From an optimization exercise on the open Yosys and OpenROAD flow, aimed at small area and a short achievable clock period; shortcuts taken in it are not production practice.
RTL that was checked went through simulation tests only; none was proved equivalent to the original.
The RTL of run 1 was laid out without a check of its function.
Power is estimated from default activity; no workload was simulated.

## flow/design.v (module list and top-level ports; edited modules follow where they fit)
// module movavg: 1956 lines
module movavg(
    input logic clk,
    input logic reset,
    input logic [63:0] din,
    output logic [63:0] dout
);
  // ...
==> flow/flow/run.sh <==
#!/bin/bash
set -euo pipefail
export BUFFER_PORTS_ARGS="-buffer_cell sky130_fd_sc_hd__buf_2"
bash standard.sh > standard_make.log 2>&1
==> flow/standard.sh <==
#!/bin/bash
# synth_recipe.tcl (not shown) runs the flow's synth.tcl, then flattens the netlist and writes it again
# the make line also repeats each setting of config.mk as NAME=value (left out here)
make -C /OpenROAD-flow-scripts/flow DESIGN_CONFIG=/design/flow/config.mk WORK_HOME=/design/flow/orfs CLKGATE_MAP_FILE= SYNTH_SCRIPT=/design/flow/synth_recipe.tcl "${@:-finish}"
==> flow/config.mk <==
export PLATFORM = sky130hd
export DESIGN_NAME = movavg
export DESIGN_NICKNAME = movavg
export VERILOG_FILES = /design/flow/design.v
export SDC_FILE = /design/flow/constraint.sdc
export NUM_CORES = 4
export LEC_CHECK = 0
export CAP_MARGIN = 20
export CORE_MARGIN = 2
export CORE_UTILIZATION = 65
export CTS_BUF_LIST = sky130_fd_sc_hd__clkbuf_4 sky130_fd_sc_hd__clkbuf_8
export PLACE_DENSITY = 0.75
export SETUP_SLACK_MARGIN = 1.5
export SLEW_MARGIN = 20
==> flow/constraint.sdc <==
create_clock -name core_clock -period 7.5 [get_ports {clk}]
set_input_delay 1.5000 -clock core_clock [delete_from_list [all_inputs] [get_ports {clk}]]
set_output_delay 1.5000 -clock core_clock [all_outputs]
set_load 0.01 [all_outputs]
==> results.json, run 1 <==
{
  "clkPwrFrac_pct": 21.8,
  "drt-wirelength-per-cell_um": 14.06,
  "instances_no_fill": 1526,
  "synthMuxAreaShare_pct": 0.1894,
  "overflow": 0,
  "finalWorstSetupSlack_ns": 1.617,
  "syn_inst": 1218,
  "power_leader": "combinational logic",
  "path_cells": "buf_2 -> ha_4 -> a21o_1 -> or3_1 -> o211a_4 -> nor4_4 -> o31a_2 -> o31ai_4 -> a211o_1 -> a21o_1 -> a21oi_2 -> xnor2_1 -> buf_2",
  "htree_num_levels": 4,
  "synth-seq-cells": 192,
  "synthFlopType": "dfxtp_1",
  "leakagePower_nw": 6.093,
  "synthesis.nets": 1484,
  "seqCellArea_um2": 3844,
  "dr_wl_met2_um": 10030,
  "multi_input_cells": 848,
  "hold_buffers": 0,
  "fin_crit_sh_pct": 78.44,
  "crit_family": "compound AO/OA/AOI/OAI gates",
  "n_tap_cell": 229,
  "fin_skew_ns": 0.01965,
  "ant_nets": 0,
  "drt_iter0_markers": 247,
  "pg_comb_w": 0.00128,
  "arrival_ns": 4.38,
  "outcome": "no timing/DRC/antenna violations",
  "dieArea_um2": 19390,
  "use_met2_pct": 37.51,
  "clkbuf_count": 20
}
==> run 2, diff against run 1 <==
--- a/flow/design.v
+++ b/flow/design.v
@@ -927,56 +927,16 @@
    logic ar_w456;
    logic ar_w457;
    logic ar_w458;
    logic ar_w459;
    logic ar_w460;
    logic ar_w461;
    logic ar_w462;
    logic ar_w463;
-   logic ar_w464;
-   logic ar_w465;
-   logic ar_w466;
-   logic ar_w467;
-   logic ar_w468;
-   logic ar_w469;
-   logic ar_w470;
-   logic ar_w471;
-   logic ar_w472;
-   logic ar_w473;
-   logic ar_w474;
-   logic ar_w475;
-   logic ar_w476;
-   logic ar_w477;
-   logic ar_w478;
-   logic ar_w479;
-   logic ar_w480;
-   logic ar_w481;
-   logic ar_w482;
-   logic ar_w483;
-   logic ar_w484;
-   logic ar_w485;
-   logic ar_w486;
-   logic ar_w487;
-   logic ar_w488;
-   logic ar_w489;
-   logic ar_w490;
-   logic ar_w491;
-   logic ar_w492;
-   logic ar_w493;
-   logic ar_w494;
-   logic ar_w495;
-   logic ar_w496;
-   logic ar_w497;
-   logic ar_w498;
-   logic ar_w499;
-   logic ar_w500;
-   logic ar_w501;
-   logic ar_w502;
-   logic ar_w503;
    assign ao_w1 = din[0] & r[0];
    assign ao_w2 = din[1] & r[1];
    assign ao_w3 = din[2] & r[2];
    assign ao_w4 = din[3] & r[3];
    assign ao_w5 = din[4] & r[4];
    assign ao_w6 = din[5] & r[5];
    assign ao_w7 = din[6] & r[6];
    assign ao_w8 = din[7] & r[7];
@@ -1569,384 +1529,344 @@
    assign ar_w129 = ar_w2 | (ar_w66 & ar_w1);
    assign ar_w130 = ar_w66 & ar_w65;
    assign ar_w131 = ar_w4 | (ar_w68 & ar_w3);
    assign ar_w132 = ar_w68 & ar_w67;
    assign ar_w133 = ar_w6 | (ar_w70 & ar_w5);
    assign ar_w134 = ar_w70 & ar_w69;
    assign ar_w135 = ar_w8 | (ar_w72 & ar_w7);
    assign ar_w136 = ar_w72 & ar_w71;
-   assign ar_w137 = ar_w10 | (ar_w74 & ar_w9);
-   assign ar_w138 = ar_w74 & ar_w73;
-   assign ar_w139 = ar_w12 | (ar_w76 & ar_w11);
-   assign ar_w140 = ar_w76 & ar_w75;
-   assign ar_w141 = ar_w14 | (ar_w78 & ar_w13);
-   assign ar_w142 = ar_w78 & ar_w77;
-   assign ar_w143 = ar_w16 | (ar_w80 & ar_w15);
-   assign ar_w144 = ar_w80 & ar_w79;
-   assign ar_w145 = ar_w3 | (ar_w67 & ar_w129);
-   assign ar_w146 = ar_w67 & ar_w130;
-   assign ar_w147 = ar_w131 | (ar_w132 & ar_w129);
-   assign ar_w148 = ar_w132 & ar_w130;
-   assign ar_w149 = ar_w7 | (ar_w71 & ar_w133);
-   assign ar_w150 = ar_w71 & ar_w134;
-   assign ar_w151 = ar_w135 | (ar_w136 & ar_w133);
-   assign ar_w152 = ar_w136 & ar_w134;
-   assign ar_w153 = ar_w11 | (ar_w75 & ar_w137);
-   assign ar_w154 = ar_w75 & ar_w138;
-   assign ar_w155 = ar_w139 | (ar_w140 & ar_w137);
-   assign ar_w156 = ar_w140 & ar_w138;
-   assign ar_w157 = ar_w15 | (ar_w79 & ar_w141);
-   assign ar_w158 = ar_w79 & ar_w142;
-   assign ar_w159 = ar_w143 | (ar_w144 & ar_w141);
-   assign ar_w160 = ar_w144 & ar_w142;
-   assign ar_w161 = ar_w5 | (ar_w69 & ar_w147);
-   assign ar_w162 = ar_w69 & ar_w148;
-   assign ar_w163 = ar_w133 | (ar_w134 & ar_w147);
-   assign ar_w164 = ar_w134 & ar_w148;
-   assign ar_w165 = ar_w149 | (ar_w150 & ar_w147);
-   assign ar_w166 = ar_w150 & ar_w148;
-   assign ar_w167 = ar_w151 | (ar_w152 & ar_w147);
-   assign ar_w168 = ar_w152 & ar_w148;
-   assign ar_w169 = ar_w13 | (ar_w77 & ar_w155);
-   assign ar_w170 = ar_w77 & ar_w156;
-   assign ar_w171 = ar_w141 | (ar_w142 & ar_w155);
-   assign ar_w172 = ar_w142 & ar_w156;
-   assign ar_w173 = ar_w157 | (ar_w158 & ar_w155);
-   assign ar_w174 = ar_w158 & ar_w156;
-   assign ar_w175 = ar_w159 | (ar_w160 & ar_w155);
-   assign ar_w176 = ar_w160 & ar_w156;
-   assign ar_w177 = ar_w9 | (ar_w73 & ar_w167);
-   assign ar_w178 = ar_w73 & ar_w168;
-   assign ar_w179 = ar_w137 | (ar_w138 & ar_w167);
-   assign ar_w180 = ar_w138 & ar_w168;
-   assign ar_w181 = ar_w153 | (ar_w154 & ar_w167);
-   assign ar_w182 = ar_w154 & ar_w168;
-   assign ar_w183 = ar_w155 | (ar_w156 & ar_w167);
-   assign ar_w184 = ar_w156 & ar_w168;
-   assign ar_w185 = ar_w169 | (ar_w170 & ar_w167);
-   assign ar_w186 = ar_w170 & ar_w168;
-   assign ar_w187 = ar_w171 | (ar_w172 & ar_w167);
-   assign ar_w188 = ar_w172 & ar_w168;
-   assign ar_w189 = ar_w173 | (ar_w174 & ar_w167);
-   assign ar_w190 = ar_w174 & ar_w168;
-   assign ar_w191 = ar_w175 | (ar_w176 & ar_w167);
-   assign ar_w192 = ar_w176 & ar_w168;
-   assign ar_w193 = ar_w18 | (ar_w82 & ar_w17);
-   assign ar_w194 = ar_w82 & ar_w81;
-   assign ar_w195 = ar_w20 | (ar_w84 & ar_w19);
-   assign ar_w196 = ar_w84 & ar_w83;
-   assign ar_w197 = ar_w22 | (ar_w86 & ar_w21);
-   assign ar_w198 = ar_w86 & ar_w85;
-   assign ar_w199 = ar_w24 | (ar_w88 & ar_w23);
-   assign ar_w200 = ar_w88 & ar_w87;
+   assign ar_w137 = ar_w3 | (ar_w67 & ar_w129);
+   assign ar_w138 = ar_w67 & ar_w130;
+   assign ar_w139 = ar_w131 | (ar_w132 & ar_w129);
+   assign ar_w140 = ar_w132 & ar_w130;
+   assign ar_w141 = ar_w7 | (ar_w71 & ar_w133);
+   assign ar_w142 = ar_w71 & ar_w134;
+   assign ar_w143 = ar_w135 | (ar_w136 & ar_w133);
+   assign ar_w144 = ar_w136 & ar_w134;
+   assign ar_w145 = ar_w5 | (ar_w69 & ar_w139);
+   assign ar_w146 = ar_w69 & ar_w140;
+   assign ar_w147 = ar_w133 | (ar_w134 & ar_w139);
+   assign ar_w148 = ar_w134 & ar_w140;
+   assign ar_w149 = ar_w141 | (ar_w142 & ar_w139);
+   assign ar_w150 = ar_w142 & ar_w140;
+   assign ar_w151 = ar_w143 | (ar_w144 & ar_w139);
+   assign ar_w152 = ar_w144 & ar_w140;
+   assign ar_w153 = ar_w10 | (ar_w74 & ar_w9);
+   assign ar_w154 = ar_w74 & ar_w73;
+   assign ar_w155 = ar_w12 | (ar_w76 & ar_w11);
+   assign ar_w156 = ar_w76 & ar_w75;
+   assign ar_w157 = ar_w14 | (ar_w78 & ar_w13);
+   assign ar_w158 = ar_w78 & ar_w77;
+   assign ar_w159 = ar_w16 | (ar_w80 & ar_w15);
+   assign ar_w160 = ar_w80 & ar_w79;
+   assign ar_w161 = ar_w11 | (ar_w75 & ar_w153);
+   assign ar_w162 = ar_w75 & ar_w154;
+   assign ar_w163 = ar_w155 | (ar_w156 & ar_w153);
+   assign ar_w164 = ar_w156 & ar_w154;
+   assign ar_w165 = ar_w15 | (ar_w79 & ar_w157);
+   assign ar_w166 = ar_w79 & ar_w158;
+   assign ar_w167 = ar_w159 | (ar_w160 & ar_w157);
+   assign ar_w168 = ar_w160 & ar_w158;
+   assign ar_w169 = ar_w13 | (ar_w77 & ar_w163);
+   assign ar_w170 = ar_w77 & ar_w164;
+   assign ar_w171 = ar_w157 | (ar_w158 & ar_w163);
+   assign ar_w172 = ar_w158 & ar_w164;
+   assign ar_w173 = ar_w165 | (ar_w166 & ar_w163);
+   assign ar_w174 = ar_w166 & ar_w164;
+   assign ar_w175 = ar_w167 | (ar_w168 & ar_w163);
+   assign ar_w176 = ar_w168 & ar_w164;
+   assign ar_w177 = ar_w18 | (ar_w82 & ar_w17);
+   assign ar_w178 = ar_w82 & ar_w81;
+   assign ar_w179 = ar_w20 | (ar_w84 & ar_w19);
+   assign ar_w180 = ar_w84 & ar_w83;
+   assign ar_w181 = ar_w22 | (ar_w86 & ar_w21);
+   assign ar_w182 = ar_w86 & ar_w85;
+   assign ar_w183 = ar_w24 | (ar_w88 & ar_w23);
+   assign ar_w184 = ar_w88 & ar_w87;
+   assign ar_w185 = ar_w19 | (ar_w83 & ar_w177);
+   assign ar_w186 = ar_w83 & ar_w178;
+   assign ar_w187 = ar_w179 | (ar_w180 & ar_w177);
+   assign ar_w188 = ar_w180 & ar_w178;
+   assign ar_w189 = ar_w23 | (ar_w87 & ar_w181);
+   assign ar_w190 = ar_w87 & ar_w182;
+   assign ar_w191 = ar_w183 | (ar_w184 & ar_w181);
+   assign ar_w192 = ar_w184 & ar_w182;
+   assign ar_w193 = ar_w21 | (ar_w85 & ar_w187);
+   assign ar_w194 = ar_w85 & ar_w188;
+   assign ar_w195 = ar_w181 | (ar_w182 & ar_w187);
+   assign ar_w196 = ar_w182 & ar_w188;
+   assign ar_w197 = ar_w189 | (ar_w190 & ar_w187);
+   assign ar_w198 = ar_w190 & ar_w188;
+   assign ar_w199 = ar_w191 | (ar_w192 & ar_w187);
+   assign ar_w200 = ar_w192 & ar_w188;
    assign ar_w201 = ar_w26 | (ar_w90 & ar_w25);
    assign ar_w202 = ar_w90 & ar_w89;
    assign ar_w203 = ar_w28 | (ar_w92 & ar_w27);
    assign ar_w204 = ar_w92 & ar_w91;
    assign ar_w205 = ar_w30 | (ar_w94 & ar_w29);
    assign ar_w206 = ar_w94 & ar_w93;
    assign ar_w207 = ar_w32 | (ar_w96 & ar_w31);
    assign ar_w208 = ar_w96 & ar_w95;
-   assign ar_w209 = ar_w19 | (ar_w83 & ar_w193);
-   assign ar_w210 = ar_w83 & ar_w194;
-   assign ar_w211 = ar_w195 | (ar_w196 & ar_w193);
-   assign ar_w212 = ar_w196 & ar_w194;
-   assign ar_w213 = ar_w23 | (ar_w87 & ar_w197);
-   assign ar_w214 = ar_w87 & ar_w198;
-   assign ar_w215 = ar_w199 | (ar_w200 & ar_w197);
-   assign ar_w216 = ar_w200 & ar_w198;
-   assign ar_w217 = ar_w27 | (ar_w91 & ar_w201);
-   assign ar_w218 = ar_w91 & ar_w202;
-   assign ar_w219 = ar_w203 | (ar_w204 & ar_w201);
-   assign ar_w220 = ar_w204 & ar_w202;
-   assign ar_w221 = ar_w31 | (ar_w95 & ar_w205);
-   assign ar_w222 = ar_w95 & ar_w206;
-   assign ar_w223 = ar_w207 | (ar_w208 & ar_w205);
-   assign ar_w224 = ar_w208 & ar_w206;
-   assign ar_w225 = ar_w21 | (ar_w85 & ar_w211);
-   assign ar_w226 = ar_w85 & ar_w212;
-   assign ar_w227 = ar_w197 | (ar_w198 & ar_w211);
-   assign ar_w228 = ar_w198 & ar_w212;
-   assign ar_w229 = ar_w213 | (ar_w214 & ar_w211);
-   assign ar_w230 = ar_w214 & ar_w212;
-   assign ar_w231 = ar_w215 | (ar_w216 & ar_w211);
-   assign ar_w232 = ar_w216 & ar_w212;
-   assign ar_w233 = ar_w29 | (ar_w93 & ar_w219);
-   assign ar_w234 = ar_w93 & ar_w220;
-   assign ar_w235 = ar_w205 | (ar_w206 & ar_w219);
-   assign ar_w236 = ar_w206 & ar_w220;
-   assign ar_w237 = ar_w221 | (ar_w222 & ar_w219);
-   assign ar_w238 = ar_w222 & ar_w220;
-   assign ar_w239 = ar_w223 | (ar_w224 & ar_w219);
-   assign ar_w240 = ar_w224 & ar_w220;
-   assign ar_w241 = ar_w25 | (ar_w89 & ar_w231);
-   assign ar_w242 = ar_w89 & ar_w232;
-   assign ar_w243 = ar_w201 | (ar_w202 & ar_w231);
-   assign ar_w244 = ar_w202 & ar_w232;
-   assign ar_w245 = ar_w217 | (ar_w218 & ar_w231);
-   assign ar_w246 = ar_w218 & ar_w232;
-   assign ar_w247 = ar_w219 | (ar_w220 & ar_w231);
-   assign ar_w248 = ar_w220 & ar_w232;
-   assign ar_w249 = ar_w233 | (ar_w234 & ar_w231);
-   assign ar_w250 = ar_w234 & ar_w232;
-   assign ar_w251 = ar_w235 | (ar_w236 & ar_w231);
-   assign ar_w252 = ar_w236 & ar_w232;
-   assign ar_w253 = ar_w237 | (ar_w238 & ar_w231);
-   assign ar_w254 = ar_w238 & ar_w232;
-   assign ar_w255 = ar_w239 | (ar_w240 & ar_w231);
-   assign ar_w256 = ar_w240 & ar_w232;
-   assign ar_w257 = ar_w34 | (ar_w98 & ar_w33);
-   assign ar_w258 = ar_w98 & ar_w97;
-   assign ar_w259 = ar_w36 | (ar_w100 & ar_w35);
-   assign ar_w260 = ar_w100 & ar_w99;
-   assign ar_w261 = ar_w38 | (ar_w102 & ar_w37);
-   assign ar_w262 = ar_w102 & ar_w101;
-   assign ar_w263 = ar_w40 | (ar_w104 & ar_w39);
-   assign ar_w264 = ar_w104 & ar_w103;
-   assign ar_w265 = ar_w42 | (ar_w106 & ar_w41);
-   assign ar_w266 = ar_w106 & ar_w105;
-   assign ar_w267 = ar_w44 | (ar_w108 & ar_w43);
-   assign ar_w268 = ar_w108 & ar_w107;
-   assign ar_w269 = ar_w46 | (ar_w110 & ar_w45);
-   assign ar_w270 = ar_w110 & ar_w109;
-   assign ar_w271 = ar_w48 | (ar_w112 & ar_w47);
-   assign ar_w272 = ar_w112 & ar_w111;
-   assign ar_w273 = ar_w35 | (ar_w99 & ar_w257);
-   assign ar_w274 = ar_w99 & ar_w258;
-   assign ar_w275 = ar_w259 | (ar_w260 & ar_w257);
-   assign ar_w276 = ar_w260 & ar_w258;
-   assign ar_w277 = ar_w39 | (ar_w103 & ar_w261);
-   assign ar_w278 = ar_w103 & ar_w262;
-   assign ar_w279 = ar_w263 | (ar_w264 & ar_w261);
-   assign ar_w280 = ar_w264 & ar_w262;
-   assign ar_w281 = ar_w43 | (ar_w107 & ar_w265);
-   assign ar_w282 = ar_w107 & ar_w266;
-   assign ar_w283 = ar_w267 | (ar_w268 & ar_w265);
-   assign ar_w284 = ar_w268 & ar_w266;
-   assign ar_w285 = ar_w47 | (ar_w111 & ar_w269);
-   assign ar_w286 = ar_w111 & ar_w270;
-   assign ar_w287 = ar_w271 | (ar_w272 & ar_w269);
-   assign ar_w288 = ar_w272 & ar_w270;
-   assign ar_w289 = ar_w37 | (ar_w101 & ar_w275);
-   assign ar_w290 = ar_w101 & ar_w276;
-   assign ar_w291 = ar_w261 | (ar_w262 & ar_w275);
-   assign ar_w292 = ar_w262 & ar_w276;
-   assign ar_w293 = ar_w277 | (ar_w278 & ar_w275);
-   assign ar_w294 = ar_w278 & ar_w276;
-   assign ar_w295 = ar_w279 | (ar_w280 & ar_w275);
-   assign ar_w296 = ar_w280 & ar_w276;
-   assign ar_w297 = ar_w45 | (ar_w109 & ar_w283);
-   assign ar_w298 = ar_w109 & ar_w284;
-   assign ar_w299 = ar_w269 | (ar_w270 & ar_w283);
-   assign ar_w300 = ar_w270 & ar_w284;
-   assign ar_w301 = ar_w285 | (ar_w286 & ar_w283);
-   assign ar_w302 = ar_w286 & ar_w284;
-   assign ar_w303 = ar_w287 | (ar_w288 & ar_w283);
-   assign ar_w304 = ar_w288 & ar_w284;
-   assign ar_w305 = ar_w41 | (ar_w105 & ar_w295);
-   assign ar_w306 = ar_w105 & ar_w296;
-   assign ar_w307 = ar_w265 | (ar_w266 & ar_w295);
-   assign ar_w308 = ar_w266 & ar_w296;
-   assign ar_w309 = ar_w281 | (ar_w282 & ar_w295);
-   assign ar_w310 = ar_w282 & ar_w296;
-   assign ar_w311 = ar_w283 | (ar_w284 & ar_w295);
-   assign ar_w312 = ar_w284 & ar_w296;
-   assign ar_w313 = ar_w297 | (ar_w298 & ar_w295);
-   assign ar_w314 = ar_w298 & ar_w296;
-   assign ar_w315 = ar_w299 | (ar_w300 & ar_w295);
-   assign ar_w316 = ar_w300 & ar_w296;
-   assign ar_w317 = ar_w301 | (ar_w302 & ar_w295);
-   assign ar_w318 = ar_w302 & ar_w296;
-   assign ar_w319 = ar_w303 | (ar_w304 & ar_w295);
-   assign ar_w320 = ar_w304 & ar_w296;
-   assign ar_w321 = ar_w50 | (ar_w114 & ar_w49);
-   assign ar_w322 = ar_w114 & ar_w113;
-   assign ar_w323 = ar_w52 | (ar_w116 & ar_w51);
-   assign ar_w324 = ar_w116 & ar_w115;
-   assign ar_w325 = ar_w54 | (ar_w118 & ar_w53);
-   assign ar_w326 = ar_w118 & ar_w117;
-   assign ar_w327 = ar_w56 | (ar_w120 & ar_w55);
-   assign ar_w328 = ar_w120 & ar_w119;
-   assign ar_w329 = ar_w58 | (ar_w122 & ar_w57);
-   assign ar_w330 = ar_w122 & ar_w121;
-   assign ar_w331 = ar_w60 | (ar_w124 & ar_w59);
-   assign ar_w332 = ar_w124 & ar_w123;
-   assign ar_w333 = ar_w62 | (ar_w126 & ar_w61);
-   assign ar_w334 = ar_w126 & ar_w125;
-   assign ar_w335 = ar_w64 | (ar_w128 & ar_w63);
-   assign ar_w336 = ar_w128 & ar_w127;
-   assign ar_w337 = ar_w51 | (ar_w115 & ar_w321);
-   assign ar_w338 = ar_w115 & ar_w322;
-   assign ar_w339 = ar_w323 | (ar_w324 & ar_w321);
-   assign ar_w340 = ar_w324 & ar_w322;
-   assign ar_w341 = ar_w55 | (ar_w119 & ar_w325);
-   assign ar_w342 = ar_w119 & ar_w326;
-   assign ar_w343 = ar_w327 | (ar_w328 & ar_w325);
-   assign ar_w344 = ar_w328 & ar_w326;
-   assign ar_w345 = ar_w59 | (ar_w123 & ar_w329);
-   assign ar_w346 = ar_w123 & ar_w330;
-   assign ar_w347 = ar_w331 | (ar_w332 & ar_w329);
-   assign ar_w348 = ar_w332 & ar_w330;
-   assign ar_w349 = ar_w63 | (ar_w127 & ar_w333);
-   assign ar_w350 = ar_w127 & ar_w334;
-   assign ar_w351 = ar_w335 | (ar_w336 & ar_w333);
-   assign ar_w352 = ar_w336 & ar_w334;
-   assign ar_w353 = ar_w53 | (ar_w117 & ar_w339);
-   assign ar_w354 = ar_w117 & ar_w340;
-   assign ar_w355 = ar_w325 | (ar_w326 & ar_w339);
-   assign ar_w356 = ar_w326 & ar_w340;
-   assign ar_w357 = ar_w341 | (ar_w342 & ar_w339);
-   assign ar_w358 = ar_w342 & ar_w340;
-   assign ar_w359 = ar_w343 | (ar_w344 & ar_w339);
-   assign ar_w360 = ar_w344 & ar_w340;
-   assign ar_w361 = ar_w61 | (ar_w125 & ar_w347);
-   assign ar_w362 = ar_w125 & ar_w348;
-   assign ar_w363 = ar_w333 | (ar_w334 & ar_w347);
-   assign ar_w364 = ar_w334 & ar_w348;
-   assign ar_w365 = ar_w349 | (ar_w350 & ar_w347);
-   assign ar_w366 = ar_w350 & ar_w348;
-   assign ar_w367 = ar_w351 | (ar_w352 & ar_w347);
-   assign ar_w368 = ar_w352 & ar_w348;
-   assign ar_w369 = ar_w57 | (ar_w121 & ar_w359);
-   assign ar_w370 = ar_w121 & ar_w360;
-   assign ar_w371 = ar_w329 | (ar_w330 & ar_w359);
-   assign ar_w372 = ar_w330 & ar_w360;
-   assign ar_w373 = ar_w345 | (ar_w346 & ar_w359);
-   assign ar_w374 = ar_w346 & ar_w360;
-   assign ar_w375 = ar_w347 | (ar_w348 & ar_w359);
-   assign ar_w376 = ar_w348 & ar_w360;
-   assign ar_w377 = ar_w361 | (ar_w362 & ar_w359);
-   assign ar_w378 = ar_w362 & ar_w360;
-   assign ar_w379 = ar_w363 | (ar_w364 & ar_w359);
-   assign ar_w380 = ar_w364 & ar_w360;
-   assign ar_w381 = ar_w365 | (ar_w366 & ar_w359);
-   assign ar_w382 = ar_w366 & ar_w360;
-   assign ar_w383 = ar_w367 | (ar_w368 & ar_w359);
-   assign ar_w384 = ar_w368 & ar_w360;
-   assign ar_w385 = ar_w255 | (ar_w256 & ar_w191);
-   assign ar_w386 = ar_w256 & ar_w192;
-   assign ar_w387 = ar_w383 | (ar_w384 & ar_w319);
-   assign ar_w388 = ar_w384 & ar_w320;
-   assign ar_w389 = ar_w319 | (ar_w320 & ar_w385);
-   assign ar_w390 = ar_w320 & ar_w386;
-   assign ar_w391 = ar_w387 | (ar_w388 & ar_w385);
-   assign ar_w392 = ar_w388 & ar_w386;
-   assign ar_w393 = ar_w17 | (ar_w81 & ar_w191);
-   assign ar_w394 = ar_w193 | (ar_w194 & ar_w191);
-   assign ar_w395 = ar_w209 | (ar_w210 & ar_w191);
-   assign ar_w396 = ar_w211 | (ar_w212 & ar_w191);
-   assign ar_w397 = ar_w225 | (ar_w226 & ar_w191);
-   assign ar_w398 = ar_w227 | (ar_w228 & ar_w191);
-   assign ar_w399 = ar_w229 | (ar_w230 & ar_w191);
-   assign ar_w400 = ar_w231 | (ar_w232 & ar_w191);
-   assign ar_w401 = ar_w241 | (ar_w242 & ar_w191);
-   assign ar_w402 = ar_w243 | (ar_w244 & ar_w191);
-   assign ar_w403 = ar_w245 | (ar_w246 & ar_w191);
-   assign ar_w404 = ar_w247 | (ar_w248 & ar_w191);
-   assign ar_w405 = ar_w249 | (ar_w250 & ar_w191);
-   assign ar_w406 = ar_w251 | (ar_w252 & ar_w191);
-   assign ar_w407 = ar_w253 | (ar_w254 & ar_w191);
-   assign ar_w408 = ar_w255 | (ar_w256 & ar_w191);
-   assign ar_w409 = ar_w33 | (ar_w97 & ar_w385);
-   assign ar_w410 = ar_w257 | (ar_w258 & ar_w385);
-   assign ar_w411 = ar_w273 | (ar_w274 & ar_w385);
-   assign ar_w412 = ar_w275 | (ar_w276 & ar_w385);
-   assign ar_w413 = ar_w289 | (ar_w290 & ar_w385);
-   assign ar_w414 = ar_w291 | (ar_w292 & ar_w385);
-   assign ar_w415 = ar_w293 | (ar_w294 & ar_w385);
-   assign ar_w416 = ar_w295 | (ar_w296 & ar_w385);
-   assign ar_w417 = ar_w305 | (ar_w306 & ar_w385);
-   assign ar_w418 = ar_w307 | (ar_w308 & ar_w385);
-   assign ar_w419 = ar_w309 | (ar_w310 & ar_w385);
-   assign ar_w420 = ar_w311 | (ar_w312 & ar_w385);
-   assign ar_w421 = ar_w313 | (ar_w314 & ar_w385);
-   assign ar_w422 = ar_w315 | (ar_w316 & ar_w385);
-   assign ar_w423 = ar_w317 | (ar_w318 & ar_w385);
-   assign ar_w424 = ar_w319 | (ar_w320 & ar_w385);
-   assign ar_w425 = ar_w49 | (ar_w113 & ar_w389);
-   assign ar_w426 = ar_w321 | (ar_w322 & ar_w389);
-   assign ar_w427 = ar_w337 | (ar_w338 & ar_w389);
-   assign ar_w428 = ar_w339 | (ar_w340 & ar_w389);
-   assign ar_w429 = ar_w353 | (ar_w354 & ar_w389);
-   assign ar_w430 = ar_w355 | (ar_w356 & ar_w389);
-   assign ar_w431 = ar_w357 | (ar_w358 & ar_w389);
-   assign ar_w432 = ar_w359 | (ar_w360 & ar_w389);
-   assign ar_w433 = ar_w369 | (ar_w370 & ar_w389);
-   assign ar_w434 = ar_w371 | (ar_w372 & ar_w389);
-   assign ar_w435 = ar_w373 | (ar_w374 & ar_w389);
-   assign ar_w436 = ar_w375 | (ar_w376 & ar_w389);
-   assign ar_w437 = ar_w377 | (ar_w378 & ar_w389);
-   assign ar_w438 = ar_w379 | (ar_w380 & ar_w389);
-   assign ar_w439 = ar_w381 | (ar_w382 & ar_w389);
-   assign ar_w440 = ar_w383 | (ar_w384 & ar_w389);
-   assign ar_w441 = ar_w66 ^ ar_w1;
-   assign ar_w442 = ar_w67 ^ ar_w129;
-   assign ar_w443 = ar_w68 ^ ar_w145;
-   assign ar_w444 = ar_w69 ^ ar_w147;
-   assign ar_w445 = ar_w70 ^ ar_w161;
-   assign ar_w446 = ar_w71 ^ ar_w163;
-   assign ar_w447 = ar_w72 ^ ar_w165;
-   assign ar_w448 = ar_w73 ^ ar_w167;
-   assign ar_w449 = ar_w74 ^ ar_w177;
-   assign ar_w450 = ar_w75 ^ ar_w179;
-   assign ar_w451 = ar_w76 ^ ar_w181;
-   assign ar_w452 = ar_w77 ^ ar_w183;
-   assign ar_w453 = ar_w78 ^ ar_w185;
-   assign ar_w454 = ar_w79 ^ ar_w187;
-   assign ar_w455 = ar_w80 ^ ar_w189;
-   assign ar_w456 = ar_w81 ^ ar_w191;
-   assign ar_w457 = ar_w82 ^ ar_w393;
-   assign ar_w458 = ar_w83 ^ ar_w394;
-   assign ar_w459 = ar_w84 ^ ar_w395;
-   assign ar_w460 = ar_w85 ^ ar_w396;
-   assign ar_w461 = ar_w86 ^ ar_w397;
-   assign ar_w462 = ar_w87 ^ ar_w398;
-   assign ar_w463 = ar_w88 ^ ar_w399;
-   assign ar_w464 = ar_w89 ^ ar_w400;
-   assign ar_w465 = ar_w90 ^ ar_w401;
-   assign ar_w466 = ar_w91 ^ ar_w402;
-   assign ar_w467 = ar_w92 ^ ar_w403;
-   assign ar_w468 = ar_w93 ^ ar_w404;
-   assign ar_w469 = ar_w94 ^ ar_w405;
-   assign ar_w470 = ar_w95 ^ ar_w406;
-   assign ar_w471 = ar_w96 ^ ar_w407;
-   assign ar_w472 = ar_w97 ^ ar_w408;
-   assign ar_w473 = ar_w98 ^ ar_w409;
-   assign ar_w474 = ar_w99 ^ ar_w410;
-   assign ar_w475 = ar_w100 ^ ar_w411;
-   assign ar_w476 = ar_w101 ^ ar_w412;
-   assign ar_w477 = ar_w102 ^ ar_w413;
-   assign ar_w478 = ar_w103 ^ ar_w414;
-   assign ar_w479 = ar_w104 ^ ar_w415;
-   assign ar_w480 = ar_w105 ^ ar_w416;
-   assign ar_w481 = ar_w106 ^ ar_w417;
-   assign ar_w482 = ar_w107 ^ ar_w418;
-   assign ar_w483 = ar_w108 ^ ar_w419;
-   assign ar_w484 = ar_w109 ^ ar_w420;
-   assign ar_w485 = ar_w110 ^ ar_w421;
-   assign ar_w486 = ar_w111 ^ ar_w422;
-   assign ar_w487 = ar_w112 ^ ar_w423;
-   assign ar_w488 = ar_w113 ^ ar_w424;
-   assign ar_w489 = ar_w114 ^ ar_w425;
-   assign ar_w490 = ar_w115 ^ ar_w426;
-   assign ar_w491 = ar_w116 ^ ar_w427;
-   assign ar_w492 = ar_w117 ^ ar_w428;
-   assign ar_w493 = ar_w118 ^ ar_w429;
-   assign ar_w494 = ar_w119 ^ ar_w430;
-   assign ar_w495 = ar_w120 ^ ar_w431;
-   assign ar_w496 = ar_w121 ^ ar_w432;
-   assign ar_w497 = ar_w122 ^ ar_w433;
-   assign ar_w498 = ar_w123 ^ ar_w434;
-   assign ar_w499 = ar_w124 ^ ar_w435;
-   assign ar_w500 = ar_w125 ^ ar_w436;
-   assign ar_w501 = ar_w126 ^ ar_w437;
-   assign ar_w502 = ar_w127 ^ ar_w438;
-   assign ar_w503 = ar_w128 ^ ar_w439;
-   assign r_next = {ar_w503, ar_w502, ar_w501, ar_w500, ar_w499, ar_w498, ar_w497, ar_w496, ar_w495, ar_w494, ar_w493, ar_w492, ar_w491, ar_w490, ar_w489, ar_w488, ar_w487, ar_w486, ar_w485, ar_w484, ar_w483, ar_w482, ar_w481, ar_w480, ar_w479, ar_w478, ar_w477, ar_w476, ar_w475, ar_w474, ar_w473, ar_w472, ar_w471, ar_w470, ar_w469, ar_w468, ar_w467, ar_w466, ar_w465, ar_w464, ar_w463, ar_w462, ar_w461, ar_w460, ar_w459, ar_w458, ar_w457, ar_w456, ar_w455, ar_w454, ar_w453, ar_w452, ar_w451, ar_w450, ar_w449, ar_w448, ar_w447, ar_w446, ar_w445, ar_w444, ar_w443, ar_w442, ar_w441, ar_w65};
+   assign ar_w209 = ar_w27 | (ar_w91 & ar_w201);
+   assign ar_w210 = ar_w91 & ar_w202;
+   assign ar_w211 = ar_w203 | (ar_w204 & ar_w201);
+   assign ar_w212 = ar_w204 & ar_w202;
+   assign ar_w213 = ar_w31 | (ar_w95 & ar_w205);
+   assign ar_w214 = ar_w95 & ar_w206;
+   assign ar_w215 = ar_w207 | (ar_w208 & ar_w205);
+   assign ar_w216 = ar_w208 & ar_w206;
+   assign ar_w217 = ar_w29 | (ar_w93 & ar_w211);
+   assign ar_w218 = ar_w93 & ar_w212;
+   assign ar_w219 = ar_w205 | (ar_w206 & ar_w211);
+   assign ar_w220 = ar_w206 & ar_w212;
+   assign ar_w221 = ar_w213 | (ar_w214 & ar_w211);
+   assign ar_w222 = ar_w214 & ar_w212;
+   assign ar_w223 = ar_w215 | (ar_w216 & ar_w211);
+   assign ar_w224 = ar_w216 & ar_w212;
+   assign ar_w225 = ar_w34 | (ar_w98 & ar_w33);
+   assign ar_w226 = ar_w98 & ar_w97;
+   assign ar_w227 = ar_w36 | (ar_w100 & ar_w35);
+   assign ar_w228 = ar_w100 & ar_w99;
+   assign ar_w229 = ar_w38 | (ar_w102 & ar_w37);
+   assign ar_w230 = ar_w102 & ar_w101;
+   assign ar_w231 = ar_w40 | (ar_w104 & ar_w39);
+   assign ar_w232 = ar_w104 & ar_w103;
+   assign ar_w233 = ar_w35 | (ar_w99 & ar_w225);
+   assign ar_w234 = ar_w99 & ar_w226;
+   assign ar_w235 = ar_w227 | (ar_w228 & ar_w225);
+   assign ar_w236 = ar_w228 & ar_w226;
+   assign ar_w237 = ar_w39 | (ar_w103 & ar_w229);
+   assign ar_w238 = ar_w103 & ar_w230;
+   assign ar_w239 = ar_w231 | (ar_w232 & ar_w229);
+   assign ar_w240 = ar_w232 & ar_w230;
+   assign ar_w241 = ar_w37 | (ar_w101 & ar_w235);
+   assign ar_w242 = ar_w101 & ar_w236;
+   assign ar_w243 = ar_w229 | (ar_w230 & ar_w235);
+   assign ar_w244 = ar_w230 & ar_w236;
+   assign ar_w245 = ar_w237 | (ar_w238 & ar_w235);
+   assign ar_w246 = ar_w238 & ar_w236;
+   assign ar_w247 = ar_w239 | (ar_w240 & ar_w235);
+   assign ar_w248 = ar_w240 & ar_w236;
+   assign ar_w249 = ar_w42 | (ar_w106 & ar_w41);
+   assign ar_w250 = ar_w106 & ar_w105;
+   assign ar_w251 = ar_w44 | (ar_w108 & ar_w43);
+   assign ar_w252 = ar_w108 & ar_w107;
+   assign ar_w253 = ar_w46 | (ar_w110 & ar_w45);
+   assign ar_w254 = ar_w110 & ar_w109;
+   assign ar_w255 = ar_w48 | (ar_w112 & ar_w47);
+   assign ar_w256 = ar_w112 & ar_w111;
+   assign ar_w257 = ar_w43 | (ar_w107 & ar_w249);
+   assign ar_w258 = ar_w107 & ar_w250;
+   assign ar_w259 = ar_w251 | (ar_w252 & ar_w249);
+   assign ar_w260 = ar_w252 & ar_w250;
+   assign ar_w261 = ar_w47 | (ar_w111 & ar_w253);
+   assign ar_w262 = ar_w111 & ar_w254;
+   assign ar_w263 = ar_w255 | (ar_w256 & ar_w253);
+   assign ar_w264 = ar_w256 & ar_w254;
+   assign ar_w265 = ar_w45 | (ar_w109 & ar_w259);
+   assign ar_w266 = ar_w109 & ar_w260;
+   assign ar_w267 = ar_w253 | (ar_w254 & ar_w259);
+   assign ar_w268 = ar_w254 & ar_w260;
+   assign ar_w269 = ar_w261 | (ar_w262 & ar_w259);
+   assign ar_w270 = ar_w262 & ar_w260;
+   assign ar_w271 = ar_w263 | (ar_w264 & ar_w259);
+   assign ar_w272 = ar_w264 & ar_w260;
+   assign ar_w273 = ar_w50 | (ar_w114 & ar_w49);
+   assign ar_w274 = ar_w114 & ar_w113;
+   assign ar_w275 = ar_w52 | (ar_w116 & ar_w51);
+   assign ar_w276 = ar_w116 & ar_w115;
+   assign ar_w277 = ar_w54 | (ar_w118 & ar_w53);
+   assign ar_w278 = ar_w118 & ar_w117;
+   assign ar_w279 = ar_w56 | (ar_w120 & ar_w55);
+   assign ar_w280 = ar_w120 & ar_w119;
+   assign ar_w281 = ar_w51 | (ar_w115 & ar_w273);
+   assign ar_w282 = ar_w115 & ar_w274;
+   assign ar_w283 = ar_w275 | (ar_w276 & ar_w273);
+   assign ar_w284 = ar_w276 & ar_w274;
+   assign ar_w285 = ar_w55 | (ar_w119 & ar_w277);
+   assign ar_w286 = ar_w119 & ar_w278;
+   assign ar_w287 = ar_w279 | (ar_w280 & ar_w277);
+   assign ar_w288 = ar_w280 & ar_w278;
+   assign ar_w289 = ar_w53 | (ar_w117 & ar_w283);
+   assign ar_w290 = ar_w117 & ar_w284;
+   assign ar_w291 = ar_w277 | (ar_w278 & ar_w283);
+   assign ar_w292 = ar_w278 & ar_w284;
+   assign ar_w293 = ar_w285 | (ar_w286 & ar_w283);
+   assign ar_w294 = ar_w286 & ar_w284;
+   assign ar_w295 = ar_w287 | (ar_w288 & ar_w283);
+   assign ar_w296 = ar_w288 & ar_w284;
+   assign ar_w297 = ar_w58 | (ar_w122 & ar_w57);
+   assign ar_w298 = ar_w122 & ar_w121;
+   assign ar_w299 = ar_w60 | (ar_w124 & ar_w59);
+   assign ar_w300 = ar_w124 & ar_w123;
+   assign ar_w301 = ar_w62 | (ar_w126 & ar_w61);
+   assign ar_w302 = ar_w126 & ar_w125;
+   assign ar_w303 = ar_w64 | (ar_w128 & ar_w63);
+   assign ar_w304 = ar_w128 & ar_w127;
+   assign ar_w305 = ar_w59 | (ar_w123 & ar_w297);
+   assign ar_w306 = ar_w123 & ar_w298;
+   assign ar_w307 = ar_w299 | (ar_w300 & ar_w297);
+   assign ar_w308 = ar_w300 & ar_w298;
+   assign ar_w309 = ar_w63 | (ar_w127 & ar_w301);
+   assign ar_w310 = ar_w127 & ar_w302;
+   assign ar_w311 = ar_w303 | (ar_w304 & ar_w301);
+   assign ar_w312 = ar_w304 & ar_w302;
+   assign ar_w313 = ar_w61 | (ar_w125 & ar_w307);
+   assign ar_w314 = ar_w125 & ar_w308;
+   assign ar_w315 = ar_w301 | (ar_w302 & ar_w307);
+   assign ar_w316 = ar_w302 & ar_w308;
+   assign ar_w317 = ar_w309 | (ar_w310 & ar_w307);
+   assign ar_w318 = ar_w310 & ar_w308;
+   assign ar_w319 = ar_w311 | (ar_w312 & ar_w307);
+   assign ar_w320 = ar_w312 & ar_w308;
+   assign ar_w321 = ar_w175 | (ar_w176 & ar_w151);
+   assign ar_w322 = ar_w176 & ar_w152;
+   assign ar_w323 = ar_w223 | (ar_w224 & ar_w199);
+   assign ar_w324 = ar_w224 & ar_w200;
+   assign ar_w325 = ar_w271 | (ar_w272 & ar_w247);
+   assign ar_w326 = ar_w272 & ar_w248;
+   assign ar_w327 = ar_w319 | (ar_w320 & ar_w295);
+   assign ar_w328 = ar_w320 & ar_w296;
+   assign ar_w329 = ar_w199 | (ar_w200 & ar_w321);
+   assign ar_w330 = ar_w200 & ar_w322;
+   assign ar_w331 = ar_w323 | (ar_w324 & ar_w321);
+   assign ar_w332 = ar_w324 & ar_w322;
+   assign ar_w333 = ar_w295 | (ar_w296 & ar_w325);
+   assign ar_w334 = ar_w296 & ar_w326;
+   assign ar_w335 = ar_w327 | (ar_w328 & ar_w325);
+   assign ar_w336 = ar_w328 & ar_w326;
+   assign ar_w337 = ar_w247 | (ar_w248 & ar_w331);
+   assign ar_w338 = ar_w248 & ar_w332;
+   assign ar_w339 = ar_w325 | (ar_w326 & ar_w331);
+   assign ar_w340 = ar_w326 & ar_w332;
+   assign ar_w341 = ar_w333 | (ar_w334 & ar_w331);
+   assign ar_w342 = ar_w334 & ar_w332;
+   assign ar_w343 = ar_w335 | (ar_w336 & ar_w331);
+   assign ar_w344 = ar_w336 & ar_w332;
+   assign ar_w345 = ar_w9 | (ar_w73 & ar_w151);
+   assign ar_w346 = ar_w153 | (ar_w154 & ar_w151);
+   assign ar_w347 = ar_w161 | (ar_w162 & ar_w151);
+   assign ar_w348 = ar_w163 | (ar_w164 & ar_w151);
+   assign ar_w349 = ar_w169 | (ar_w170 & ar_w151);
+   assign ar_w350 = ar_w171 | (ar_w172 & ar_w151);
+   assign ar_w351 = ar_w173 | (ar_w174 & ar_w151);
+   assign ar_w352 = ar_w175 | (ar_w176 & ar_w151);
+   assign ar_w353 = ar_w17 | (ar_w81 & ar_w321);
+   assign ar_w354 = ar_w177 | (ar_w178 & ar_w321);
+   assign ar_w355 = ar_w185 | (ar_w186 & ar_w321);
+   assign ar_w356 = ar_w187 | (ar_w188 & ar_w321);
+   assign ar_w357 = ar_w193 | (ar_w194 & ar_w321);
+   assign ar_w358 = ar_w195 | (ar_w196 & ar_w321);
+   assign ar_w359 = ar_w197 | (ar_w198 & ar_w321);
+   assign ar_w360 = ar_w199 | (ar_w200 & ar_w321);
+   assign ar_w361 = ar_w25 | (ar_w89 & ar_w329);
+   assign ar_w362 = ar_w201 | (ar_w202 & ar_w329);
+   assign ar_w363 = ar_w209 | (ar_w210 & ar_w329);
+   assign ar_w364 = ar_w211 | (ar_w212 & ar_w329);
+   assign ar_w365 = ar_w217 | (ar_w218 & ar_w329);
+   assign ar_w366 = ar_w219 | (ar_w220 & ar_w329);
+   assign ar_w367 = ar_w221 | (ar_w222 & ar_w329);
+   assign ar_w368 = ar_w223 | (ar_w224 & ar_w329);
+   assign ar_w369 = ar_w33 | (ar_w97 & ar_w331);
+   assign ar_w370 = ar_w225 | (ar_w226 & ar_w331);
+   assign ar_w371 = ar_w233 | (ar_w234 & ar_w331);
+   assign ar_w372 = ar_w235 | (ar_w236 & ar_w331);
+   assign ar_w373 = ar_w241 | (ar_w242 & ar_w331);
+   assign ar_w374 = ar_w243 | (ar_w244 & ar_w331);
+   assign ar_w375 = ar_w245 | (ar_w246 & ar_w331);
+   assign ar_w376 = ar_w247 | (ar_w248 & ar_w331);
+   assign ar_w377 = ar_w41 | (ar_w105 & ar_w337);
+   assign ar_w378 = ar_w249 | (ar_w250 & ar_w337);
+   assign ar_w379 = ar_w257 | (ar_w258 & ar_w337);
+   assign ar_w380 = ar_w259 | (ar_w260 & ar_w337);
+   assign ar_w381 = ar_w265 | (ar_w266 & ar_w337);
+   assign ar_w382 = ar_w267 | (ar_w268 & ar_w337);
+   assign ar_w383 = ar_w269 | (ar_w270 & ar_w337);
+   assign ar_w384 = ar_w271 | (ar_w272 & ar_w337);
+   assign ar_w385 = ar_w49 | (ar_w113 & ar_w339);
+   assign ar_w386 = ar_w273 | (ar_w274 & ar_w339);
+   assign ar_w387 = ar_w281 | (ar_w282 & ar_w339);
+   assign ar_w388 = ar_w283 | (ar_w284 & ar_w339);
+   assign ar_w389 = ar_w289 | (ar_w290 & ar_w339);
+   assign ar_w390 = ar_w291 | (ar_w292 & ar_w339);
+   assign ar_w391 = ar_w293 | (ar_w294 & ar_w339);
+   assign ar_w392 = ar_w295 | (ar_w296 & ar_w339);
+   assign ar_w393 = ar_w57 | (ar_w121 & ar_w341);
+   assign ar_w394 = ar_w297 | (ar_w298 & ar_w341);
+   assign ar_w395 = ar_w305 | (ar_w306 & ar_w341);
+   assign ar_w396 = ar_w307 | (ar_w308 & ar_w341);
+   assign ar_w397 = ar_w313 | (ar_w314 & ar_w341);
+   assign ar_w398 = ar_w315 | (ar_w316 & ar_w341);
+   assign ar_w399 = ar_w317 | (ar_w318 & ar_w341);
+   assign ar_w400 = ar_w319 | (ar_w320 & ar_w341);
+   assign ar_w401 = ar_w66 ^ ar_w1;
+   assign ar_w402 = ar_w67 ^ ar_w129;
+   assign ar_w403 = ar_w68 ^ ar_w137;
+   assign ar_w404 = ar_w69 ^ ar_w139;
+   assign ar_w405 = ar_w70 ^ ar_w145;
+   assign ar_w406 = ar_w71 ^ ar_w147;
+   assign ar_w407 = ar_w72 ^ ar_w149;
+   assign ar_w408 = ar_w73 ^ ar_w151;
+   assign ar_w409 = ar_w74 ^ ar_w345;
+   assign ar_w410 = ar_w75 ^ ar_w346;
+   assign ar_w411 = ar_w76 ^ ar_w347;
+   assign ar_w412 = ar_w77 ^ ar_w348;
+   assign ar_w413 = ar_w78 ^ ar_w349;
+   assign ar_w414 = ar_w79 ^ ar_w350;
+   assign ar_w415 = ar_w80 ^ ar_w351;
+   assign ar_w416 = ar_w81 ^ ar_w352;
+   assign ar_w417 = ar_w82 ^ ar_w353;
+   assign ar_w418 = ar_w83 ^ ar_w354;
+   assign ar_w419 = ar_w84 ^ ar_w355;
+   assign ar_w420 = ar_w85 ^ ar_w356;
+   assign ar_w421 = ar_w86 ^ ar_w357;
+   assign ar_w422 = ar_w87 ^ ar_w358;
+   assign ar_w423 = ar_w88 ^ ar_w359;
+   assign ar_w424 = ar_w89 ^ ar_w360;
+   assign ar_w425 = ar_w90 ^ ar_w361;
+   assign ar_w426 = ar_w91 ^ ar_w362;
+   assign ar_w427 = ar_w92 ^ ar_w363;
+   assign ar_w428 = ar_w93 ^ ar_w364;
+   assign ar_w429 = ar_w94 ^ ar_w365;
+   assign ar_w430 = ar_w95 ^ ar_w366;
+   assign ar_w431 = ar_w96 ^ ar_w367;
+   assign ar_w432 = ar_w97 ^ ar_w368;
+   assign ar_w433 = ar_w98 ^ ar_w369;
+   assign ar_w434 = ar_w99 ^ ar_w370;
+   assign ar_w435 = ar_w100 ^ ar_w371;
+   assign ar_w436 = ar_w101 ^ ar_w372;
+   assign ar_w437 = ar_w102 ^ ar_w373;
+   assign ar_w438 = ar_w103 ^ ar_w374;
+   assign ar_w439 = ar_w104 ^ ar_w375;
+   assign ar_w440 = ar_w105 ^ ar_w376;
+   assign ar_w441 = ar_w106 ^ ar_w377;
+   assign ar_w442 = ar_w107 ^ ar_w378;
+   assign ar_w443 = ar_w108 ^ ar_w379;
+   assign ar_w444 = ar_w109 ^ ar_w380;
+   assign ar_w445 = ar_w110 ^ ar_w381;
+   assign ar_w446 = ar_w111 ^ ar_w382;
+   assign ar_w447 = ar_w112 ^ ar_w383;
+   assign ar_w448 = ar_w113 ^ ar_w384;
+   assign ar_w449 = ar_w114 ^ ar_w385;
+   assign ar_w450 = ar_w115 ^ ar_w386;
+   assign ar_w451 = ar_w116 ^ ar_w387;
+   assign ar_w452 = ar_w117 ^ ar_w388;
+   assign ar_w453 = ar_w118 ^ ar_w389;
+   assign ar_w454 = ar_w119 ^ ar_w390;
+   assign ar_w455 = ar_w120 ^ ar_w391;
+   assign ar_w456 = ar_w121 ^ ar_w392;
+   assign ar_w457 = ar_w122 ^ ar_w393;
+   assign ar_w458 = ar_w123 ^ ar_w394;
+   assign ar_w459 = ar_w124 ^ ar_w395;
+   assign ar_w460 = ar_w125 ^ ar_w396;
+   assign ar_w461 = ar_w126 ^ ar_w397;
+   assign ar_w462 = ar_w127 ^ ar_w398;
+   assign ar_w463 = ar_w128 ^ ar_w399;
+   assign r_next = {ar_w463, ar_w462, ar_w461, ar_w460, ar_w459, ar_w458, ar_w457, ar_w456, ar_w455, ar_w454, ar_w453, ar_w452, ar_w451, ar_w450, ar_w449, ar_w448, ar_w447, ar_w446, ar_w445, ar_w444, ar_w443, ar_w442, ar_w441, ar_w440, ar_w439, ar_w438, ar_w437, ar_w436, ar_w435, ar_w434, ar_w433, ar_w432, ar_w431, ar_w430, ar_w429, ar_w428, ar_w427, ar_w426, ar_w425, ar_w424, ar_w423, ar_w422, ar_w421, ar_w420, ar_w419, ar_w418, ar_w417, ar_w416, ar_w415, ar_w414, ar_w413, ar_w412, ar_w411, ar_w410, ar_w409, ar_w408, ar_w407, ar_w406, ar_w405, ar_w404, ar_w403, ar_w402, ar_w401, ar_w65};
    always_ff @(posedge clk) begin
       if (reset) begin
          t1 <= 64'h0;
          t2 <= 64'h0;
          r  <= 64'h0;
       end else begin
          t1 <= din;
          t2 <= t1;
==> flow/flow/run.sh (replaced) <==
#!/bin/bash
set -euo pipefail
export BUFFER_PORTS_ARGS="-buffer_cell sky130_fd_sc_hd__buf_2"
export SYNTH_ARGS="-noabc"
bash standard.sh > standard_make.log 2>&1
==> results.json, run 2 <==
{
  "max_cap_violations": 0,
  "dieArea_um2": 19350,
  "power_density_nw_per_um2": 248.2,
  "synthMuxAreaShare_pct": 0,
  "fill_cells": 1417,
  "slew_headroom_pct": 43.43,
  "p_comb_share_pct": 41.0,
  "sw_frac_of_total_pct": 36.24,
  "insertion_delay_ns": 0.47,
  "vias": 8095,
  "clkPwrFrac_pct": 22.2,
  "r2r-end": "r[63]",
  "area_growth_pct": 7.772,
  "cts.sinks": 192,
  "cp-endpoint": "dout[63]",
  "track_usage_pct": 23.33,
  "async_flop_share_pct": 0,
  "clockRootBuffer": "clkbuf_8",
  "diodes": 0,
  "grt_first_pass_wirelength_um": 37000,
  "min_period_ns": 5.894,
  "multi_input_area_um2": 7440,
  "seqPwrFrac_pct": 36.7,
  "synth_edf_count": 0,
  "cts_tree": "built",
  "synthTopCellsByArea": "dfxtp_1 32%, ha_1 13%, fa_1 13%",
  "ys_top_cells_by_count": "192 x dfxtp_1, 140 x nor2b_1, 124 x ha_1",
  "yosys.cell_types.count": 72,
  "ant_nets": 0,
  "netlist_area_um2": 11870,
  "yosysSeqAreaShare_pct": 32.39,
  "fp.dieW_um": 139.1,
  "required_ns": 6.00,
  "arrival_ns": 4.39,
  "critPathLaunch": "din[0]",
  "synth-seq-cells": 192,
  "grt_pass1_vias": 7910,
  "worst_slew_pin_slew_ns": 0.8485,
  "r2r_start": "t1[2]",
  "io_buffer_count": 129,
  "post-dp-hpwl_um": 16880,
  "path_clk_slew_ns": 0.11,
  "synth_compound_area_share_pct": 13.43,
  "holdPathStages": 1,
  "synthSimpleGateAreaFrac_pct": 15.90,
  "reg.largest.list": "r (64), t1 (64), t2 (64)",
  "fin_crit_sh_pct": 78.59,
  "drv_slew": 0,
  "stdcell_area_um2": 12790,
  "synth_top_family_by_area": "adder cells",
  "most-common-layout-cells": "192 x dfxtp_1, 140 x nor2b_1, 128 x buf_2",
  "leakagePower_nw": 5.970,
  "fin_util_pct": 71.18,
  "routed_wl_um": 21860,
  "num_rows": 49,
  "drive_gt1_share_pct": 16.47,
  "coreArea_um2": 17960,
  "p_switching_w": 0.001150,
  "drt_iter0_markers": 330,
  "synthAdderAreaFrac_pct": 25.90,
  "synth_area_leader_cell": "dfxtp_1",
  "vias_per_cell": 5.448,
  "setup_viol": 0,
  "rsz0062_at_grt": "true",
  "dr.pass1.iters": 4,
  "internal_power_w": 0.002023,
  "yosysWarnings": 1,
  "reg2reg_depth": 12,
  "overflow": 0,
  "crit_fanout": 4,
  "synth_top_area_share_pct": 32.39,
  "numCtsBuffers": 17,
  "fin_nets": 1510,
  "critPathCaptureType": "output pin",
  "dieHeight_um": 139.1,
  "finalSetupTns_ns": 0,
  "synth-xor-area-share_pct": 6.865,
  "p_total_w": 0.003173,
  "hold_viol_final": 0,
  "clockBufferDepth": 2,
  "synthFlopType": "dfxtp_1",
  "io_pins": 130,
  "instances_no_fill": 1486,
  "initial_core_util_pct": 66.05,
  "synth_area_per_cell_um2": 10.12,
  "fin_skew_ns": 0.02104,
  "placed_area_um2": 12260,
  "seqCellArea_um2": 3844,
  "place_inst": 1447,
  "drcViolationCount": 0,
  "start_kind": "input pin",
  "synth.most_common_cell": "dfxtp_1",
  "vdd_drop_max_v": 0.0001583,
  "syn_inst": 1173,
  "antenna_found_initial": 1,
  "outcome": "no timing/DRC/antenna violations",
  "gp_congestion": 0.8486,
  "mostFrequentLayoutCell": "dfxtp_1",
  "drt-wirelength-per-cell_um": 14.71,
  "synthesis.nets": 1439,
  "holdCritPathClass": "reg -> reg",
  "fmax_mhz": 169.7,
  "worst-setup-path-type": "in -> out",
  "htree_num_levels": 4,
  "grt_start_max_net_pins": 85,
  "ff2ff_setup_slack_ns": 3.67
}
-- run 2: changes by cell type after synthesis, moves of 5 or more --
cell,delta
inv_1,-67
o21bai_1,+5
o21ai_0,+7
nand3_1,-5
nor2b_1,+23
nor2_1,-39
nor3_1,+10
a21oi_1,+15
nand2_1,+7
or3_1,-5
o21a_1,-5
-- run 2: per-stage QoR --
stage,setup WS [ns],hold WS [ns]
2_1_floorplan,1.879,0.4592
5_1_grt,1.406,0.4903
6_report,1.606,0.4730
4_1_cts,1.538,0.4818
3_3_place_gp,1.311,0.4656
3_5_place_dp,1.202,0.4712
-- run 2: critical path, stage by stage --
cell and delay, ns:
buf_2 0.13, ha_2 0.19, fa_2 0.37, a21o_1 0.21, nand3_2 0.08, a21o_1 0.21
a21oi_4 0.09, or2_4 0.26, a32o_2 0.27, o221ai_4 0.21, a21oi_4 0.10, or4_1 0.47
and3_1 0.17, buf_2 0.13
-- run 2: kinds of logic after synthesis --
| kind of cell | after synthesis |
|---|---|
| AO/OA/AOI/OAI | 229 |
| XOR/XNOR | 93 |
| adder cells (fa/ha/maj) | 200 |
| buffers and inverters | 110 |
| flip-flops | 192 |
| AND/OR/NAND/NOR | 349 |
-- run 2: power groups by stage --
stage	logic [W]	clock network, W	registers [W]
floorplan	0.00113	0	0.00118
global placement	0.00125	0	0.00119
detailed placement	0.00127	0	0.00119
CTS	0.00129	0.000729	0.00117
global route	0.00145	0.000765	0.00118
finish	0.00130	0.000706	0.00117
-- run 2: routing by layer --
metal  vias to the layer above  global-route usage, %  share of wire (%)
met5                         -                      0              0.032
met4                         2                  4.413               0.70
met3                        12                  4.696                3.1
met2                       120                  38.79                 47
met1                      3828                  32.12                 49
li1                       4133                      -                  -
-- run 2: repair_timing --
action,CTS,global route
resized for setup,6,13
pin swaps,2,6
hold buffers,0,0
endpoints found under the setup margin,8,6
setup buffers,1,6
-- run 2: worst min-delay path by stage --
stage                      start      to  slack [ns]
final                      t1[6]   t2[6]        0.47
after global routing      t1[28]  t2[28]        0.49
after CTS                 t1[28]  t2[28]        0.48
after detailed placement  t1[63]  t2[63]        0.47
after global placement    t1[63]  t2[63]        0.47
after floorplan           t1[63]  t2[63]        0.46
-- run 2: final cells by class --
class,count,area share [%]
multi-input cells,871,58.18
flip-flops and latches,192,30.06
clock buffers,19,1.996
well taps,229,2.241
inverters,24,0.7045
repair buffers,138,5.626
clock inverters,13,1.194
==> run 3, diff against run 2 <==
==> flow/flow/run.sh (replaced) <==
#!/bin/bash
set -euo pipefail
export BUFFER_PORTS_ARGS="-buffer_cell sky130_fd_sc_hd__buf_2"
bash standard.sh > standard_make.log 2>&1
==> results.json, run 3 <==
{
  "outcome": "no timing/DRC/antenna violations",
  "p_total_w": 0.003210,
  "crit_fanout": 4,
  "antenna_found_initial": 2,
  "slew_headroom_pct": 42.06,
  "yosysSeqAreaShare_pct": 32.26,
  "synth_area_leader_cell": "dfxtp_1",
  "synth_area_per_cell_um2": 9.608,
  "cp-endpoint": "dout[31]",
  "r2r_start": "t1[35]",
  "sw_frac_of_total_pct": 34.40,
  "r2r-end": "r[61]",
  "clockBufferDepth": 2,
  "ff2ff_setup_slack_ns": 3.74,
  "dp_slack_ns": 1.044,
  "vias": 8180,
  "synthTopCellsByArea": "dfxtp_1 32%, ha_1 13%, fa_1 13%",
  "p_comb_share_pct": 39.1,
  "num_rows": 49,
  "synth-xor-area-share_pct": 7.278,
  "max_stage_delay_ns": 0.36,
  "finalSetupTns_ns": 0,
  "netlist_area_um2": 11910,
  "drt-wirelength-per-cell_um": 13.77,
  "dieHeight_um": 139.4,
  "vdd_drop_max_v": 0.0001688,
  "multi_input_area_um2": 7189,
  "worst_slew_pin_slew_ns": 0.8691,
  "insertion_delay_ns": 0.48,
  "synthAdderAreaFrac_pct": 25.79,
  "crit_slowest_cell": "or2_2",
  "max_cap_violations": 0,
  "path_depth": 15,
  "cts_tree": "built",
  "leakagePower_nw": 6.222,
  "fin_skew_ns": 0.01898,
  "io_buffer_count": 129,
  "drive_gt1_share_pct": 14.92,
  "min_period_ns": 5.794,
  "synthesis.nets": 1506,
  "synth_top_area_share_pct": 32.26,
  "yosys.cell_types.count": 55,
  "htree_num_levels": 4,
  "fin_crit_sh_pct": 77.26,
  "fin_nets": 1573,
  "ys_top_cells_by_count": "192 x dfxtp_1, 124 x ha_1, 107 x nor2b_1",
  "crit_family": "compound AO/OA/AOI/OAI gates",
  "grt_first_pass_wirelength_um": 36490,
  "fin_hold_ws_ns": 0.4724,
  "seqCellArea_um2": 3844,
  "mostFrequentLayoutCell": "dfxtp_1",
  "io_pins": 130,
  "start_kind": "input pin",
  "holdPathStages": 2,
  "reg2reg_depth": 14,
  "internal_power_w": 0.002106,
  "required_ns": 6.00,
  "initial_core_util_pct": 66.32,
  "synthMuxAreaShare_pct": 0.09452,
  "path_cells": "buf_2 -> ha_1 -> inv_1 -> fa_2 -> nand2b_4 -> a21oi_2 -> o21ai_2 -> a211oi_2 -> or2_2 -> a21oi_2 -> o21bai_2 -> a21oi_1 -> o21ai_0 -> xor2_1 -> buf_2",
  "arrival_ns": 4.29,
  "critPathCaptureType": "output pin",
  "drt_iter0_markers": 253,
  "dieArea_um2": 19430,
  "yosysWarnings": 1,
  "worst-setup-path-type": "in -> out",
  "ant_nets": 0,
  "numCtsBuffers": 17,
  "drcViolationCount": 0,
  "synth_compound_area_share_pct": 11.71,
  "clkPwrFrac_pct": 24.7,
  "fmax_mhz": 172.6,
  "grt_pass1_vias": 8051,
  "rsz0062_at_grt": "false",
  "hold_viol_final": 0,
  "synthFlopType": "dfxtp_1",
  "dr.pass1.iters": 5,
  "reg.largest.list": "r (64), t1 (64), t2 (64)",
  "holdCritPathClass": "reg -> reg",
  "track_usage_pct": 22.80,
  "synth.most_common_cell": "dfxtp_1",
  "overflow": 0,
  "coreArea_um2": 17960,
  "setup_viol": 0,
  "synth_edf_count": 0,
  "path_clk_slew_ns": 0.10,
  "finalWorstSetupSlack_ns": 1.706,
  "cts.sinks": 192,
  "routed_wl_um": 21360,
  "async_flop_share_pct": 0,
  "p_switching_w": 0.001104,
  "worst-path-buf-inv": 3,
  "drv_slew": 0,
  "area_growth_pct": 8.076,
  "syn_inst": 1240,
  "vias_per_cell": 5.274,
  "synth-seq-cells": 192,
  "hold_buffers": 0,
  "post-dp-hpwl_um": 16850,
  "gp_congestion": 0.8366,
  "seqPwrFrac_pct": 36.2,
  "synthSimpleGateAreaFrac_pct": 14.89,
  "synth_top_family_by_area": "adder cells",
  "most-common-layout-cells": "192 x dfxtp_1, 128 x buf_2, 124 x ha_1",
  "grt_start_max_net_pins": 88,
  "clockRootBuffer": "clkbuf_8",
  "fill_cells": 1432,
  "power_density_nw_per_um2": 249.3,
  "fp.dieW_um": 139.4,
  "critPathLaunch": "din[0]"
}
-- run 3: cells by family after synthesis --
| family | count (synthesis) |
|---|---|
| and+or+nand+nor | 345 |
| AOI/OAI and AO/OA | 214 |
| adders and majority gates | 200 |
| DFF | 192 |
| buffers and inverters | 189 |
| xor gates and xnor gates | 99 |
| muxes | 1 |
-- run 3: power by group through the flow --
| stage | Clock (W) | Combinational (W) | Sequential, W |
|---|---|---|---|
| global placement | 0 | 0.00121 | 0.00118 |
| CTS | 0.000810 | 0.00125 | 0.00116 |
| global route | 0.000850 | 0.00141 | 0.00117 |
| finish | 0.000793 | 0.00125 | 0.00116 |
| detailed placement | 0 | 0.00123 | 0.00119 |
| floorplan | 0 | 0.00112 | 0.00118 |
-- run 3: routing by layer --
layer	global-route usage (%)	part of all wire [%]	up-vias
li1	-	-	4238
met1	30.66	48	3803
met2	37.98	46	118
met3	4.577	3.7	19
met4	5.795	1.3	2
met5	0	0.061	-
-- run 3: per-stage QoR --
stage | instances | util [%] | instance area (um^2)
2_1_floorplan | 1240 | - | 11910
3_3_place_gp | 1513 | 68.48 | 12300
3_5_place_dp | 1513 | 68.48 | 12300
4_1_cts | 1545 | 71.16 | 12780
5_1_grt | 1550 | 71.67 | 12870
6_report | 1551 | 71.68 | 12880
-- run 3: worst min path at each step --
stage                     startpoint  endpoint  slack (ns)
after floorplan                t1[0]     t2[0]        0.45
after global placement        t1[15]    t2[15]        0.45
after detailed placement      t1[15]    t2[15]        0.46
after CTS                     t1[15]    t2[15]        0.47
after global routing          t1[63]    t2[63]        0.49
final                          t1[7]     t2[7]        0.47
-- run 3: timing repair --
action	in CTS	in global routing
endpoints found under the hold margin	0	0
resized for setup	6	13
endpoints found under the setup margin	30	22
pin swaps	1	8
buffers inserted	0	4
gates cloned	0	0
-- run 3: worst register-to-register path: stages (launching register included) --
cell and delay [ns]:
dfxtp_1 0.32, inv_1 0.06, fa_1 0.52, inv_1 0.05, ha_1 0.34, a21oi_1 0.16, o21ai_1 0.13, a221o_1 0.44
a221oi_2 0.43, o31ai_1 0.16, a22o_1 0.27, or3_1 0.36, a21oi_1 0.20, xor2_1 0.16, nor2_1 0.05
-- run 3: cell type report --
| class | instances | area share (%) |
|---|---|---|
| Multi-Input combinational cell | 859 | 55.84 |
| Sequential cell | 192 | 29.85 |
| Timing Repair Buffer | 135 | 5.412 |
| Inverter | 102 | 2.973 |
| Tap cell | 229 | 2.225 |
| Clock buffer | 20 | 2.089 |
| Clock inverter | 12 | 1.574 |
| Antenna cell | 2 | 0.03887 |

afterwards: timing with drivers on the ports:
How much do the figures lean on ideal ports? The routed layouts below were timed once more, with nothing changed but the port constraints. Step 1: set_driving_cell puts a clkbuf_16 on clk and a buf_2 on each other input, an assumption about the parent block. Step 2, shift: input delay + t, output delay - t, t = (earliest + latest rising clock arrival at the registers) / 2. This alone moves slack from input paths to output paths. Three values: no drivers, after step 1, after step 2; two values: the first two.
| run | t, ns | setup WS [ns] | latest minus earliest clock arrival (ns) | worst slew at a driven data input, ns | pins driven straight from the clock port |
|---|---|---|---|---|---|
| run 1 | 0.494 | 1.617 / 1.598 / 1.598 | 0.019 / 0.020 | 0.07 | 1 |
| run 2 | 0.502 | 1.606 / 1.587 / 1.587 | 0.022 / 0.022 | 0.06 | 1 |
| run 3 | 0.508 | 1.706 / 1.681 / 1.681 | 0.019 / 0.019 | 0.07 | 1 |
After both steps every run listed still meets setup and hold. For run 3, which loses most, drivers alone change the setup slack by -0.025 ns; drivers and shift together by -0.025 ns.
